Background: an optimization exercise with open tools, aiming at small area, a short achievable clock period and few clock cycles. Do not read the settings as production practice. Only simulation tests tie the RTL to the original design; equivalence was not proved. Power and IR drop assume default switching activity.

`flow/config.mk`:
```
export PLATFORM = sky130hd
export DESIGN_NAME = ysyx_040066_Div
export DESIGN_NICKNAME = ysyx_040066_Div
export VERILOG_FILES = /design/flow/design.v
export SDC_FILE = /design/flow/constraint.sdc
export NUM_CORES = 4
export LEC_CHECK = 0
export CAP_MARGIN = 20
export CORE_MARGIN = 2
export CORE_UTILIZATION = 45
export SLEW_MARGIN = 20
```
`flow/constraint.sdc`:
```
create_clock -name core_clock -period 7.5 [get_ports {clk}]
set_input_delay 1.5000 -clock core_clock [delete_from_list [all_inputs] [get_ports {clk}]]
set_output_delay 1.5000 -clock core_clock [all_outputs]
set_load 0.01 [all_outputs]
```
`flow/design.v`:
```
module ysyx_040066_Div(
    input clk,rst,
    input [63:0] src1_in,
    input [63:0] src2_in,
    input is_w,
    input [1:0] ALUctr_in,
    input in_valid,
    output reg in_ready,
    output out_valid,
    output [63:0] result
);
    wire [63:0] src1,src2,x_abs,y_abs;
    wire div_signed,x_sign,y_sign;
    assign div_signed=~ALUctr_in[0];
    assign src1={is_w?{32{src1_in[31]&&div_signed}}:src1_in[63:32],src1_in[31:0]};
    assign src2={is_w?{32{src2_in[31]&&div_signed}}:src2_in[63:32],src2_in[31:0]};
    assign x_sign=src1[63]&&div_signed;
    assign y_sign=src2[63]&&div_signed;
    assign x_abs=x_sign?(~src1+64'b1):src1;
    assign y_abs=y_sign?(~src2+64'b1):src2;
    reg doing;
    reg [5:0] count; 
    assign out_valid = doing && in_ready;
    wire ready_to_doing;
    assign ready_to_doing = in_ready&&in_valid;
    always @(posedge clk) begin
        if(rst||(&count)) in_ready<=1;
        else if(ready_to_doing) in_ready<=0;
    end
    always @(posedge clk) begin
        if(rst) doing<=0;
        else if(ready_to_doing) doing<=1;
        else if(out_valid) doing<=0;
    end
    always @(posedge clk) begin
        if(rst||ready_to_doing) count<=6'b0;
        else if(doing) count<=count+6'b1;
    end
    reg dividend_s,divisor_s,aluctr;
    always @(posedge clk) if(ready_to_doing) begin
        dividend_s<=x_sign;
        divisor_s<=y_sign;
        aluctr<=ALUctr_in[1];
    end
    reg [127:0] dividend;
    reg [63:0] divisor;
    wire sub_cout;
    wire [63:0] sub_result;
    assign {sub_cout,sub_result}=dividend[127:63]-{1'b0,divisor};
    always @(posedge clk) begin
        if(ready_to_doing) begin
            dividend <= {64'b0,x_abs};
            divisor <= y_abs;
        end else if(doing) begin
            dividend <= {sub_cout?dividend[126:63]:sub_result[63:0],dividend[62:0],~sub_cout};
        end
    end
    wire [63:0] qutient,remain,qutient_real,remain_real;
    assign {remain,qutient}=dividend;
    assign qutient_real=(dividend_s^divisor_s)?-qutient:qutient;
    assign remain_real=dividend_s?-remain:remain;
    assign result=aluctr?remain_real:qutient_real;
endmodule
```
`flow/run.sh`:
```
#!/bin/bash
# synth_recipe.tcl (not shown) runs the flow's synth.tcl, then flattens the netlist and writes it again
# the make line also repeats each setting of config.mk as NAME=value (left out here)
make -C /OpenROAD-flow-scripts/flow DESIGN_CONFIG=/design/flow/config.mk WORK_HOME=/design/flow/orfs CLKGATE_MAP_FILE= SYNTH_SCRIPT=/design/flow/synth_recipe.tcl finish
```
==> run summary, run 1 <==
- The final layout contains 2721 nets.
- The number of antenna violations at the first check in global routing is 1.
- Using the TritonRoute via totals, the vias-per-cell ratio works out to 5.94.
- The area growth from synthesis to layout is 17.1%.
- The time the final worst path needs with I/O delays and setup is 6.46 ns.
- The placed instances occupy a cell area of slightly above 20000 um2.
- In this run the register-to-register setup slack is 2.59 ns.
- Once the clock tree was built, the resizer swapped 0 gates to a different size.
- Across the VDD grid, the largest voltage drop is around 0.00019 V.
- In this run the mean area of a mapped cell was 7.61 um2.
- The total number of vias is 18200.
- The total clock sinks is 203.
- Clock-pin slew was measured on the worst setup and hold paths at about 0.060 ns.
- The filler cells instantiated in the layout total 3844.
- The worst register-to-register path has a depth of 13.
- The data arrival time of the critical path is 4.96 ns.
- The reported leakage power is 8.04 nW.
- The number of global-route vias before repair is 17000.
- The hold-critical path endpoint is count[5]$_SDFFE_PP0P_.
- The proportion of register bits with asynchronous set or reset after synthesis is 0%.
- For this configuration, the core starts out at a cell density of 45.8%.
- The finished cells cover 21400 um2.
- Grouping stages by cell kind, the critical path spends the most delay in simple AND/OR/NAND/NOR gates.
- The H-tree level count is 1.
- The multi-input combinational cells in the finished layout cover a total of 12100 um2.
- The tree is rooted in a clkbuf_16.
- The worst-skew pair later-pin latency is 0.54 ns.
- The flow ran to the end and the layout has no timing, DRC or antenna violations.
- The total area of sequential cells is 5380 um2.
- The total routing resource utilization after global routing is 27.3%.
- Setup total negative slack on the finished layout was measured at 0 ns.
- The first global-routing pass estimated roughly 90 mm of wire.
- Setup violations remaining at the end of the flow were counted as 0.
- The period utilization is a little under nine tenths.
- Setup repair after global routing left no endpoint under its margin.
- Setup slack on the critical path of the routed design comes to 1.04 ns.
- Between clock sinks in the finished design, the worst skew comes to slightly below 0.009 ns.
- The fraction of final layout cells with drive strength greater than 1 is 3.51%.
- Counting along the longest clock path gives a buffer depth of 3.
- The worst hold path begins at count[5]$_SDFFE_PP0P_.
- The max-slew violation count was 0.
- The die is 206 um wide.
- Per report_power, the clock group accounts for roughly 28% of the total.
- The number of setup buffers added after CTS is 0.
- The number of failing hold endpoints at the final stage is 0.
- The count of hold-fix buffers inserted at cts is 0.
- The type of the worst setup path is reg2out.
- The type of element launching the critical path is a flip-flop.
- The placeable core region is 39900 um2.
- The fraction of power spent switching nets is 37.1%.
- The fraction of the yosys area taken by sequential cells is 29.4%.
- In this run, flip-flops and latches consume roughly a third of the power.
- The max-capacitance violation count is 0.
- The post-placement setup slack is 1.67 ns.
- The endpoint identified for the worst register-to-register timing path is dividend[0]$_DFFE_PP_.
- The number of DRC markers in iteration 0 is 1329.
- The post-synth design cell area is 18300 um2.
- Among all stages on the critical path, the largest delay is contributed by clkdlybuf4s50_1.
- The combined buffer and inverter count along the critical path is 1.
- Along the worst hold path, the cell count comes to 2.
- For this design the ratio of total power to cell area is 199 nW/um2.
- The combinational share of power is 37.7%.
- The most used flip-flop cell after synthesis is edfxtp_1.
- Global routing finished with a remaining overflow of 0.
- The routed wire length is 59.5 mm.
- Summed over all nets, the half-perimeter wirelength after detailed placement is 45.9 mm.
- The worst relative slew slack is 28.2%.
- The library cell used most frequently in the layout, excluding fill and tap cells, is nand2_1.
- The maximum number of pins on one net before global-route repair is 120.
- The floorplan die area is 42300 um2.
- After detailed routing, the number of remaining DRC violations is 0.
- The path class of the tightest hold or removal check is reg2reg.
- The count of boundary I/O pins is 200.
- Synthesis produced 2406 cells.
- The number of I/O port buffers is between 150 and 200.
- The delay of the slowest cell on the worst path is 0.57 ns.
- When the netlist entered floorplanning its net count stood at between 2000 and 3000.
- For this run, the number of Yosys warnings is 1.
- In this run the core area contains 73 standard-cell rows.
- The critical register-to-register path startpoint is dividend[63]$_DFFE_PP_.
- 0 antenna diodes ended up in the layout.
- The routability-driven placement congestion ratio is around 0.95.
- Once detail routing completed, the nets flagged for antenna violations numbered 0.
- Dividing the detail-routed wire length by the instance count gives 19.4 um.
- The endpoint type of the worst setup path is an output port.
- The worst-path maximum fanout is 7.
- The internal power of the cells is 2.68 mW.
- In the layout the commonest cells are 298 x nand2_1, 247 x a21oi_1, 239 x o21ai_0.
- After synthesis, the netlist uses 73 different library cells.
- The reported net switching power is 1.58 mW.
- The number of buffers created by CTS is 24.
- TritonCTS built the clock tree.
- The number of synthesized flops with an enable pin is 131.
- Timing would allow up to 155 MHz.
- The flop and latch count out of synthesis is slightly above 200.
- The slew at the pin closest to its max-slew limit is 1.08 ns.
- The number of iterations in the first detailed-routing pass is 6.
- The y dimension of the die is 206 um.
- The signal on the critical path passes through or3_1 > or4_1 > nor4b_1 > nand4_1 > or3_1 > nand2b_1 > or4_1 > o21ai_0 > xor2_1 > mux2i_1 > clkdlybuf4s50_1.
- The data required time of the worst path is 6.00 ns.
[tightest hold or removal path, cell delays in order, from the launching register on]
cell     delay (ns)
dfxtp_1        0.31
o21ai_0        0.08
a21oi_1        0.06
[state kept, by name, indices dropped and copies added (netlist names)]
name	cells
count	6
in_ready	1
divisor	64
divisor_s	1
doing	1
dividend_s	1
aluctr	1
dividend	128
[cell type report]
| class | instances | share of cell area [%] |
|---|---|---|
| Clock buffer | 31 | 3.03 |
| Clock inverter | 13 | 0.596 |
| Inverter | 106 | 1.86 |
| Multi-Input combinational cell | 1963 | 56.4 |
| Sequential cell | 203 | 25.1 |
| Tap cell | 525 | 3.07 |
| Timing Repair Buffer | 219 | 9.99 |
[how the worst max path moves through the flow]
stage,start,endpoint,slack [ns],cells past startpoint
floorplan,in_valid,dividend[0]$_DFFE_PP_,2.11,5
global placement,dividend[31]$_DFFE_PP_,result[53],1.69,11
detailed placement,dividend[30]$_DFFE_PP_,result[59],1.67,11
CTS,dividend[30]$_DFFE_PP_,result[59],1.06,11
global route,dividend[77]$_SDFFE_PP0P_,result[56],0.67,11
finish,dividend[92]$_SDFFE_PP0P_,result[58],1.04,11
[kinds of logic after synthesis]
| logic type | synth area share [%] |
|---|---|
| buf+inv | 4.93 |
| fa+ha+maj | 4.83 |
| simple gates | 21.3 |
| xor+xnor | 13.8 |
| mux | 0.930 |
| compound gates | 24.8 |
| flops | 29.4 |
[power groups by stage]
stage	Sequential [mW]	Combinational [mW]	Clock, mW
after global routing	1.50	1.77	1.24
after global placement	1.50	1.59	0
after detailed placement	1.50	1.59	0
after CTS	1.48	1.60	1.19
after floorplan	1.44	1.06	0
final	1.48	1.61	1.17
[synthesized netlist by cell type (9+ instances only)]
| library cell | n | area [um2] |
|---|---|---|
| nand2_1 | 299 | 1120 |
| a21oi_1 | 247 | 1240 |
| o21ai_0 | 239 | 1200 |
| nor2_1 | 203 | 762 |
| xnor2_1 | 152 | 1330 |
| xor2_1 | 136 | 1190 |
| edfxtp_1 | 131 | 3930 |
| clkbuf_1 | 128 | 480 |
| inv_1 | 104 | 390 |
| dfxtp_1 | 72 | 1440 |
| ha_1 | 69 | 863 |
| a31oi_1 | 66 | 413 |
| o31ai_1 | 61 | 458 |
| nor3_1 | 55 | 275 |
| nand3_1 | 46 | 230 |
| nand4_1 | 35 | 219 |
| a21o_1 | 34 | 255 |
| nor4_1 | 31 | 194 |
| or3_1 | 31 | 194 |
| or4_1 | 22 | 165 |
| nand2b_1 | 19 | 119 |
| o41ai_1 | 18 | 158 |
| mux2i_1 | 17 | 170 |
| nor2b_1 | 16 | 100 |
| and2_1 | 12 | 75.1 |
| o21bai_1 | 11 | 82.6 |
| a211oi_1 | 10 | 75.1 |
| and3_1 | 9 | 56.3 |
| or2_2 | 9 | 56.3 |
[per-layer routing]
layer	part of all wire, %	track usage (%)
met1	42	33.9
met2	50	49.0
met3	4.9	3.10
met4	3.3	8.43
met5	0	0
[per-stage QoR]
stage | utilization (%) | hold slack (ns) | total power, mW | std cells
after global routing | 53.7 | 0.522 | 4.50 | 3060
after detailed placement | 51.7 | 0.507 | 3.10 | 3016
after floorplan | - | 0.454 | 2.50 | 2406
final | 53.7 | 0.503 | 4.26 | 3060
after CTS | 53.7 | 0.517 | 4.28 | 3060
after global placement | 51.7 | 0.474 | 3.09 | 3016
Testbench counts, summed over its fixed seeds: cycles 156,000.
==> run 2, diff against run 1 <==
==> flow/design.v (replaced) <==
module ysyx_040066_Div(
    input clk,rst,
    input [63:0] src1_in,
    input [63:0] src2_in,
    input is_w,
    input [1:0] ALUctr_in,
    input in_valid,
    output reg in_ready,
    output reg out_valid,
    output [63:0] result
);
    localparam S_IDLE=3'd0, S_CLZ=3'd1, S_SHIFT=3'd2, S_ITER=3'd3, S_POST=3'd4;
    wire div_signed = ~ALUctr_in[0];
    wire [63:0] src1 = {is_w ? {32{src1_in[31] & div_signed}} : src1_in[63:32], src1_in[31:0]};
    wire [63:0] src2 = {is_w ? {32{src2_in[31] & div_signed}} : src2_in[63:32], src2_in[31:0]};
    reg [2:0] state;
    reg [63:0] R;       
    reg [63:0] Q;       
    reg [64:0] D;       
    reg [6:0] count;
    reg xs, ys, aluctr;
    wire accept = in_ready & in_valid;
    function [6:0] bitlen;
        input [63:0] v;
        integer k;
        begin
            bitlen = 7'd0;
            for (k = 0; k < 64; k = k + 1)
                if (v[k]) bitlen = k + 1;
        end
    endfunction
    wire [6:0] la = bitlen(R ^ {64{xs}});
    wire [6:0] lb = bitlen(D[63:0] ^ {64{ys}});
    wire [6:0] la_est = la + {6'b0, xs};         
    wire d_zero = ~ys & (lb == 7'd0);
    wire [7:0] s_diff = {1'b0, la_est} - {1'b0, lb};    
    wire [63:0] neg_in = (state == S_POST && !aluctr) ? Q : R;
    wire [63:0] neg_out = -neg_in;
    wire [64:0] d_sh = {ys, D[63:0]} << count;
    wire [65:0] sum = {2'b00, R} + {D[64], D} + {65'b0, ~ys};
    wire qbit = ~sum[65];
    wire [63:0] sel = aluctr ? R : Q;
    wire do_neg = aluctr ? xs : (xs ^ ys);
    reg [2:0] nstate;
    always @(*) begin
        nstate = state;
        case (state)
            S_IDLE, S_POST: nstate = accept ? S_CLZ : S_IDLE;
            S_CLZ: nstate = (d_zero | ~s_diff[7]) ? S_SHIFT : S_POST;
            S_SHIFT: nstate = S_ITER;
            S_ITER: nstate = (count == 7'd0) ? S_POST : S_ITER;
            default: nstate = S_IDLE;
        endcase
    end
    always @(posedge clk) begin
        if (rst) begin
            state <= S_IDLE;
            in_ready <= 1'b1;
            out_valid <= 1'b0;
        end else begin
            state <= nstate;
            in_ready <= (nstate == S_IDLE) | (nstate == S_POST);
            out_valid <= (state == S_POST);
        end
    end
    always @(posedge clk) begin
        if (accept) begin
            R <= src1;
            D <= {1'b0, src2};
            xs <= src1[63] & div_signed;
            ys <= src2[63] & div_signed;
            aluctr <= ALUctr_in[1];
        end else if (state == S_CLZ) begin
            if (xs) R <= neg_out;
            count <= d_zero ? 7'd63 : s_diff[6:0];
        end else if (state == S_SHIFT) begin
            D <= d_sh ^ {65{~ys}};
        end else if (state == S_ITER) begin
            if (qbit) R <= sum[63:0];
            D <= {1'b1, D[64:1]};
            count <= count - 7'd1;
        end
    end
    always @(posedge clk) begin
        if (state == S_CLZ) Q <= 64'b0;
        else if (state == S_ITER) Q <= {Q[62:0], qbit};
        else if (state == S_POST) Q <= do_neg ? neg_out : sel;
    end
    assign result = Q;
endmodule
==> run 2 against run 1 <==
Still clean on timing, DRC and antenna. Clock-buffer cell count is 4 higher. Non-clock buffer count is 21 higher. Clock power is 17% higher. Register-to-register slack worse by 1.5 ns. First-iteration DRC count is 130% higher. Critical path depth is 15 higher. Sequential cell count is 5 higher. Core utilization is 2.6 points lower. Final cell count is 40% higher. Combinational power grew to 6.4 times the previous value. Maximum frequency is 1.4% higher. Final area is 32% higher. Critical path type is now reg2reg. Largest power group unchanged.
==> run summary, run 2 <==
- Result of the run: finished clean (unchanged).
- The global-route wire length before repair is 152 mm (was 91.5 mm).
- The net count reported at finish is 3731 (was 2721).
- The average vias per placed instance was 6.38 (was 5.94).
- The share of the synthesized area in the top cell type came to 16.4% (was 21.5%).
- Commonest cells after routing, fill and taps aside: 482 x a21oi_1, 456 x nor2_1, 407 x nand2_1 (was 298 x nand2_1, 247 x a21oi_1, 239 x o21ai_0).
- The flop and latch count out of synthesis is 208 (was 203).
- The type of the most critical hold path is reg2reg (unchanged).
- The post-synth design cell area is 25200 um2 (was 18300 um2).
- The footprint of the multi-input gates is 18200 um2 (was 12100 um2).
- The detailed-route DRC error count is 0 (unchanged).
- The initial standard-cell utilization of the core is 45.7% (was 45.8%).
- The number of cells traversed by the worst register-to-register path is 26 (was 13).
- The number of antenna-violating nets in the routed design is 0 (unchanged).
- The most common cell after layout, fill and taps aside is a21oi_1 (was nand2_1).
- The hold-critical path depth was 2 (unchanged).
- The worst relative slew slack came to 34.4% (was 28.2%).
- The type of the worst setup path was reg2reg (was reg2out).
- The leading area contributor after synthesis is edfxtp_1 (unchanged).
- The worst-path maximum fanout is 67 (was 7).
- Top cells by area, synth: edfxtp_1 16%, a21oi_1 9.6%, nor2_1 6.8% (was edfxtp_1 21%, dfxtp_1 7.9%, xnor2_1 7.3%).
- The global routing met2 resource utilization is 54.8% (was 49.0%).
- The gate count after technology mapping came to 3577 (was 2406).
- The layer with the highest usage after global routing is met2 (unchanged).
- The floorplan die area is 57900 um2 (was 42300 um2).
- The H-tree level count is 1 (unchanged).
- The worst-skew pair later-pin latency was 0.60 ns (was 0.54 ns).
- The CTS clock-pin slew for the worst setup and hold paths is 0.06 ns (about the same).
- The data arrival time of the critical path is 6.87 ns (was 4.96 ns).
- The maximum clock insertion buffer count is 3 (unchanged).
- The most repeated cell in the gate-level netlist after synthesis is a21oi_1 (was nand2_1).
- The time the final worst path needs with I/O delays and setup is 6.37 ns (was 6.46 ns).
- The count of different cell masters after synthesis is 95 (was 73).
- The detailed placement HPWL was 74.5 mm (was 45.9 mm).
- The number of DRC markers in iteration 0 is 3006 (was 1329).
- The final-report setup violation count came to 0 (unchanged).
- The power density over cell area is 546 nW/um2 (was 199 nW/um2).
- The routability-driven placement congestion ratio is 0.961 (was 0.949).
- The number of setup buffers added after CTS is 0 (unchanged).
- The synthesized netlist net count came to 3788 (was 2610).
- The fraction of the yosys area taken by sequential cells is 22.0% (was 29.4%).
- The met1 usage in global routing is 46.0% (was 33.9%).
- The fraction of final layout cells with drive strength greater than 1 was 5.68% (was 3.51%).
- The total area of sequential cells is 5550 um2 (was 5380 um2).
- The number of buffers created by CTS is 29 (was 24).
- The largest register by flop count is D (was dividend).
- The routed wire length is 102 mm (was 59.5 mm).
- The setup TNS came to 0 ns (unchanged).
- The final non-filler cell area is 28200 um2 (was 21400 um2).
- The delay of the slowest cell on the worst path came to 0.64 ns (was 0.57 ns).
- The y dimension of the die was 241 um (was 206 um).
- The slowest stage cell on the critical path is buf_4 (was clkdlybuf4s50_1).
- The count of hold-fix buffers inserted at cts is 0 (unchanged).
- The count of boundary I/O pins is 200 (unchanged).
- The number of synthesized flops with an enable pin came to 138 (was 131).
- The reported leakage power is 10.5 nW (was 8.04 nW).
- The buffer cell driving the clock tree root is clkbuf_16 (unchanged).
- The number of iterations in the first detailed-routing pass is 8 (was 6).
- The number of placement rows is 86 (was 73).
- The max-capacitance violation count is 0 (unchanged).
- The proportion of register bits with asynchronous set or reset after synthesis is 0% (unchanged).
- The total clock sinks was 208 (was 203).
- The count of warnings emitted by yosys is 1 (unchanged).
- The placed standard-cell area was 27300 um2 (was 20600 um2).
- The maximum number of pins on one net before global-route repair came to 106 (was 120).
- The period utilization was 84.9% (was 86.1%).
- The worst vdd rail ir drop is 0.000254 V (was 0.000186 V).
- The data required time of the worst path is 8.00 ns (was 6.00 ns).
- The maximum clock skew at final layout is 0.0179 ns (was 0.00891 ns).
- The layout-stage area growth over the synthesis result is 11.8% (was 17.1%).
- The endpoint type of the worst setup path is a flip-flop (was output port).
- Largest registers: D x65, Q x64, R x64 (was dividend x128, divisor x64, count x6).
- The number of failing hold endpoints at the final stage is 0 (unchanged).
- The flip-flop count of the largest register after layout is 65 (was 128).
- The post-cts repair resize count is 0 (unchanged).
- The fill cell total of the finished layout is 5604 (was 3844).
- The average routed wire per standard cell was 23.7 um (was 19.4 um).
- The global route total overflow is 0 (unchanged).
- In this design, the critical path's most frequently occurring cell is a21oi_1.
- The slew at the pin closest to its max-slew limit is 0.984 ns (was 1.08 ns).
- The met3 usage was 4.96% (was 3.10%).
- The type of element launching the critical path was a flip-flop (unchanged).
- The maximum achievable frequency is 157 MHz (was 155 MHz).
- The number of I/O port buffers is 199 (unchanged).
- The placeable core region is 55200 um2 (was 39900 um2).
- The post-synthesis average cell area is 7.05 um2 (was 7.61 um2).
- The CTS tree is yes (unchanged).
- The die width is 241 um (was 206 um).
- The max-slew violation count is 0 (unchanged).
- The number of antenna violations at the first check in global routing is 2 (was 1).
- The most used flip-flop cell after synthesis was edfxtp_1 (unchanged).
- The number of global-route vias before repair is 25100 (was 17000).
- The total routing resource utilization after global routing is 33.9% (was 27.3%).
- Commonest cells in the netlist: 482 x a21oi_1, 460 x nor2_1, 409 x nand2_1 (was 299 x nand2_1, 247 x a21oi_1, 239 x o21ai_0).
- The total number of vias was 27400 (was 18200).
- RSZ-0062 raised after global routing: false (unchanged).
==> run 2: cell types whose count changed after synthesis, moves of 49 or more <==
cell,change
mux2i_1,+72
nand2_1,+110
buf_1,+49
inv_1,-50
nor2_1,+257
nand3_1,+61
xor2_1,-93
a21oi_1,+235
nor3_1,+73
clkbuf_1,+132
a211oi_1,+82
==> run 2: layout make-up <==
| type | instances | share of cell area (%) |
|---|---|---|
| clock inverter | 17 | 0.431 |
| multi-input combinational | 2981 | 64.8 |
| clock buffer | 35 | 2.78 |
| antenna | 1 | 0.00888 |
| tap | 748 | 3.32 |
| sequential | 208 | 19.7 |
| inverter | 60 | 0.804 |
| timing repair buffer | 240 | 8.22 |
==> run 2: power breakdown <==
group	internal [mW]	switching, mW	leakage (nW)
Sequential	2.11	1.61	1.91
Clock	0.771	0.599	0.450
Combinational	4.13	6.16	8.10
==> run 2: metal layers <==
layer  routed length (um)  up-vias
met1                43200    13100
met3                 8240      184
li1                     -    12900
met4                 3920        0
met5                    0        -
met2                46400     1266
==> run 2: final timing paths <==
path	start	slack, ns	to
worst max-delay path	xs$_DFFE_PP_	1.13	state[2]$_SDFF_PP0_
worst min-delay path	Q[57]$_SDFFE_PP0P_	0.51	Q[58]$_SDFFE_PP0P_
worst max register to register	xs$_DFFE_PP_	1.13	state[2]$_SDFF_PP0_
worst min register to register	Q[57]$_SDFFE_PP0P_	0.51	Q[58]$_SDFFE_PP0P_
==> run 2: logic make-up after synthesis <==
kind of cell	share of synthesized area, %
AO/OA/AOI/OAI	28.8
XOR/XNOR	6.39
multiplexers	8.21
AND/OR/NAND/NOR	24.7
adder cells (fa/ha/maj)	3.91
flip-flops	22.0
buffers and inverters	6.01
==> run 2: worst max-delay path, delay by kind of cell (launching register included) <==
kind	cells	cell delay, ns
buffers and inverters	1	0.64
adders and majority gates	3	0.84
DFF	1	0.62
and+or+nand+nor	4	0.65
AOI/OAI and AO/OA	18	3.52
==> run 2: stage by stage <==
stage	total power, mW	utilization (%)	setup WS [ns]	hold WS (ns)	instances
6_report	15.4	51.0	1.13	0.512	4290
5_1_grt	16.5	51.0	0.658	0.564	4290
4_1_cts	15.2	51.0	1.34	0.514	4289
3_5_place_dp	13.7	49.4	1.42	0.506	4237
3_3_place_gp	13.6	49.4	1.49	0.504	4237
2_1_floorplan	10.5	-	0.731	0.503	3577
Testbench counts of run 2, summed over its fixed seeds: cycles 43,191.

[afterwards: timing with drivers on the ports]
How much do the figures lean on ideal ports? The routed layouts below were timed once more, with nothing changed but the port constraints. Step 1 assumes that a clkbuf_16 drives the clock port and a buf_2 every other input. Step 2 times the ports against the registers' clock, not the clock port: input delays grow and output delays shrink by t, the midpoint of the rising clock arrivals with the driver on. a / b / c = ideal / step 1 / step 2; a / b = the first two.
| run | t (ns) | setup WS [ns] | worst setup path at the end | latest minus earliest clock arrival (ns) |
|---|---|---|---|---|
| run 1 | 0.599 | 1.044 / 0.985 / 1.584 | register to output | 0.011 / 0.010 |
| run 2 | 0.658 | 1.133 / 1.133 / 1.133 | register to register | 0.018 / 0.018 |
After both steps every run listed still meets setup and hold.
